Background: an optimization exercise with open tools, aiming at small area, a short achievable clock period and few clock cycles per item. Do not read the settings as production practice.
In this exercise RTL edits were held to simulation tests only and were not proved equivalent to the original.
No activity file was given, so power comes from the tool's default toggle rates.

==> flow/design.v <==
module lpc_decoder(
			input wire ACLK,
			input wire ARESET_N,
			input wire[79:0] TDATA,
			input wire TVALID,
			output wire TREADY,
			input wire EN,
			input wire TUSER,
			input wire TLAST,
			output wire[15:0] OUT_DECODED,
			output wire OUT_VALID,
			input wire OUT_READY,
			output wire OUT_LAST,
			output wire OUT_USER
		);
	integer i, j;
	reg [7:0] rm, cm;
	always @(*) begin
		for (i = 0; i < 8; i = i + 1)
			rm[i] = ^TDATA[8*i +: 8] ^ TDATA[64+i];
		for (j = 0; j < 8; j = j + 1) begin
			cm[j] = TDATA[72+j];
			for (i = 0; i < 8; i = i + 1)
				cm[j] = cm[j] ^ TDATA[8*i+j];
		end
	end
	reg [7:0] y_rm, y_cm;
	always @(posedge ACLK) begin
		y_rm <= rm;
		y_cm <= cm;
	end
	reg [7:0] rh, ch;
	reg [2:0] rn, cn;
	always @(*) begin
		for (i = 0; i < 8; i = i + 1) begin
			rh[i] = y_rm[i] & ~|(y_rm >> (i+1));
			ch[i] = y_cm[i] & ~|(y_cm >> (i+1));
		end
		rn = {|rh[7:4], |{rh[7:6], rh[3:2]}, |{rh[7], rh[5], rh[3], rh[1]}};
		cn = {|ch[7:4], |{ch[7:6], ch[3:2]}, |{ch[7], ch[5], ch[3], ch[1]}};
	end
	reg        rdy;        
	reg        r_busy;     
	reg [1:0]  k;          
	reg [63:0] r_d;
	reg        r_user, r_last;
	reg        f_v;        
	reg [2:0]  f_row, f_col;    
	reg [15:0] o_d;
	reg        o_v, o_user, o_last;
	wire acc    = rdy;                         
	wire o_free = ~o_v | OUT_READY;
	wire mv     = r_busy & o_free;             
	wire byp    = acc & o_free;                
	wire r_busy_n = acc | (mv ? ~&k : r_busy);
	wire [3:0] kh = {4{r_busy}} & {k == 2'd3, k == 2'd2, k == 2'd1, k == 2'd0};
	wire [15:0] beat   = {16{acc}} & TDATA[15:0] | {16{kh[0]}} & r_d[15:0] |
	                     {16{kh[1]}} & r_d[31:16] | {16{kh[2]}} & r_d[47:32] |
	                     {16{kh[3]}} & r_d[63:48];
	reg  [15:0] flip_y, flip_f, flip;
	always @(*) begin
		for (j = 0; j < 8; j = j + 1) begin
			flip_y[j]   = EN & rh[0] & ch[j];
			flip_y[8+j] = EN & rh[1] & ch[j];
			flip_f[j]   = f_v & (f_row == {k, 1'b0}) & (f_col == j);
			flip_f[8+j] = f_v & (f_row == {k, 1'b1}) & (f_col == j);
		end
		flip = acc ? flip_y : flip_f;
	end
	wire [15:0] beat_c = beat ^ flip;           
	always @(posedge ACLK or negedge ARESET_N) begin
		if (~ARESET_N) begin
			r_busy <= 1'b0;
			k      <= 2'd0;
			o_v    <= 1'b0;
		end else begin
			if (acc) begin
				r_busy <= 1'b1;
				k      <= {1'b0, byp};
			end else if (mv) begin
				k <= {k[1] ^ k[0], ~k[0]};
				if (&k)
					r_busy <= 1'b0;
			end
			if (byp | mv)
				o_v <= 1'b1;
			else if (OUT_READY)
				o_v <= 1'b0;
		end
	end
	always @(posedge ACLK)
		rdy <= TVALID & ~acc & ~r_busy_n;
	always @(posedge ACLK) begin
		if (acc) begin
			r_d    <= TDATA[63:0];
			r_user <= TUSER;
			r_last <= TLAST;
			f_v    <= EN & |y_rm & |y_cm;
			f_row  <= rn;
			f_col  <= cn;
		end
		if (byp | mv) begin
			o_d    <= {beat_c[7:0], beat_c[15:8]};
			o_user <= acc ? TUSER : kh[0] & r_user;
			o_last <= kh[3] & r_last;
		end
	end
	assign TREADY      = rdy;
	assign OUT_VALID   = o_v;
	assign OUT_DECODED = o_d;
	assign OUT_USER    = o_user;
	assign OUT_LAST    = o_last;
endmodule
Settings: LEC_CHECK=0, CAP_MARGIN=20, CORE_MARGIN=2, CORE_UTILIZATION=45, PLACE_DENSITY=0.75, SETUP_SLACK_MARGIN=3.0, SLEW_MARGIN=20; clock period 5.0 ns.
standard.sh (not shown) runs the stock make flow with config.mk's settings and CLKGATE_MAP_FILE= SYNTH_SCRIPT=/design/flow/synth_recipe.tcl, a recipe that flattens the netlist after the stock synthesis.
==> flow/flow/run.sh <==
#!/bin/bash
# The standard layout (the standard.sh: ORFS synthesis to finish) with three
# changes: port buffers are buf_1 cells instead of the delay cells ORFS picks,
# clock tree synthesis adds no dummy loads, and it may use smaller clock buffers.
# Each make run writes its full output to a log file in this folder.
set -euo pipefail
here=$(pwd)
CTS="-sink_clustering_enable -repair_clock_nets -dont_use_dummy_load"
bash standard.sh \
  BUFFER_PORTS_ARGS="-buffer_cell sky130_fd_sc_hd__buf_1" \
  CTS_ARGS="$CTS" \
  finish > "$here/standard_make.log" 2>&1
The first run went through all stages and came out clean.
Testbench counts at the start, summed over its fixed seeds: cycles 12,816, items 3,200.
Then changed:
--- a/flow/config.mk
+++ b/flow/config.mk
@@ -8,6 +8,5 @@
 export CAP_MARGIN = 20
 export CORE_MARGIN = 2
-export CORE_UTILIZATION = 45
-export PLACE_DENSITY = 0.75
-export SETUP_SLACK_MARGIN = 3.0
+export CORE_UTILIZATION = 40
+export SETUP_SLACK_MARGIN = 2.9
 export SLEW_MARGIN = 20
Result: Via count falls by 2.9%. Utilization falls by 5.5 points. Global-route usage falls by 1.7 points. Routed wire length is about the same. Count of clock-buffer cells in the layout is unchanged. Total power falls by 0.45%. Flip-flop and latch count stays the same. Sequential power stays flat. Worst setup slack gets worse by 130 ps. First-iteration DRC count falls by 22%.
Then changed:
--- a/flow/config.mk
+++ b/flow/config.mk
@@ -8,5 +8,6 @@
 export CAP_MARGIN = 20
 export CORE_MARGIN = 2
-export CORE_UTILIZATION = 40
-export SETUP_SLACK_MARGIN = 2.9
+export CORE_UTILIZATION = 45
+export PLACE_DENSITY = 0.5
+export SETUP_SLACK_MARGIN = 3.0
 export SLEW_MARGIN = 20
Outcome: The changed run ran to the end with no violations. Design area barely changes. Fmax is higher by 6.1%. Combinational power is higher by about 4%.
Then changed:
--- a/flow/config.mk
+++ b/flow/config.mk
@@ -8,6 +8,5 @@
 export CAP_MARGIN = 20
 export CORE_MARGIN = 2
-export CORE_UTILIZATION = 45
-export PLACE_DENSITY = 0.5
-export SETUP_SLACK_MARGIN = 3.0
+export CORE_UTILIZATION = 40
+export SETUP_SLACK_MARGIN = 3.15
 export SLEW_MARGIN = 20
After rerunning:
- The changed run completed without violations
- via count goes up slightly
- combinational power goes up by a few percent
- wire length goes up by a few percent

==> port drivers added, routing unchanged <==
The results above use ideal ports. As a check the final layouts listed here were re-extracted and re-timed, cells and wires unchanged.
Step 1, drivers: a clkbuf_16 drives ACLK and a buf_2 each remaining input, both assumed.
Step 2, shift: input delay + t, output delay - t, t = (earliest + latest rising clock arrival at the registers) / 2. This alone moves slack from input paths to output paths.
a / b / c = ideal / step 1 / step 2; a / b = the first two.
run | shift t [ns] | slack for setup (ns) | worst setup path after step 2
the first run | 0.371 | 3.071 / 3.033 / 2.850 | input to register
the second run | 0.373 | 2.944 / 2.906 / 2.758 | input to register
the third run | 0.381 | 3.062 / 3.022 / 2.858 | input to register
the fourth run | 0.371 | 3.101 / 3.063 / 2.867 | input to register
After both steps every run listed still meets setup and hold. The setup slack of the fourth run, which loses most, moves by -0.038 ns with the drivers and by -0.234 ns with both steps.
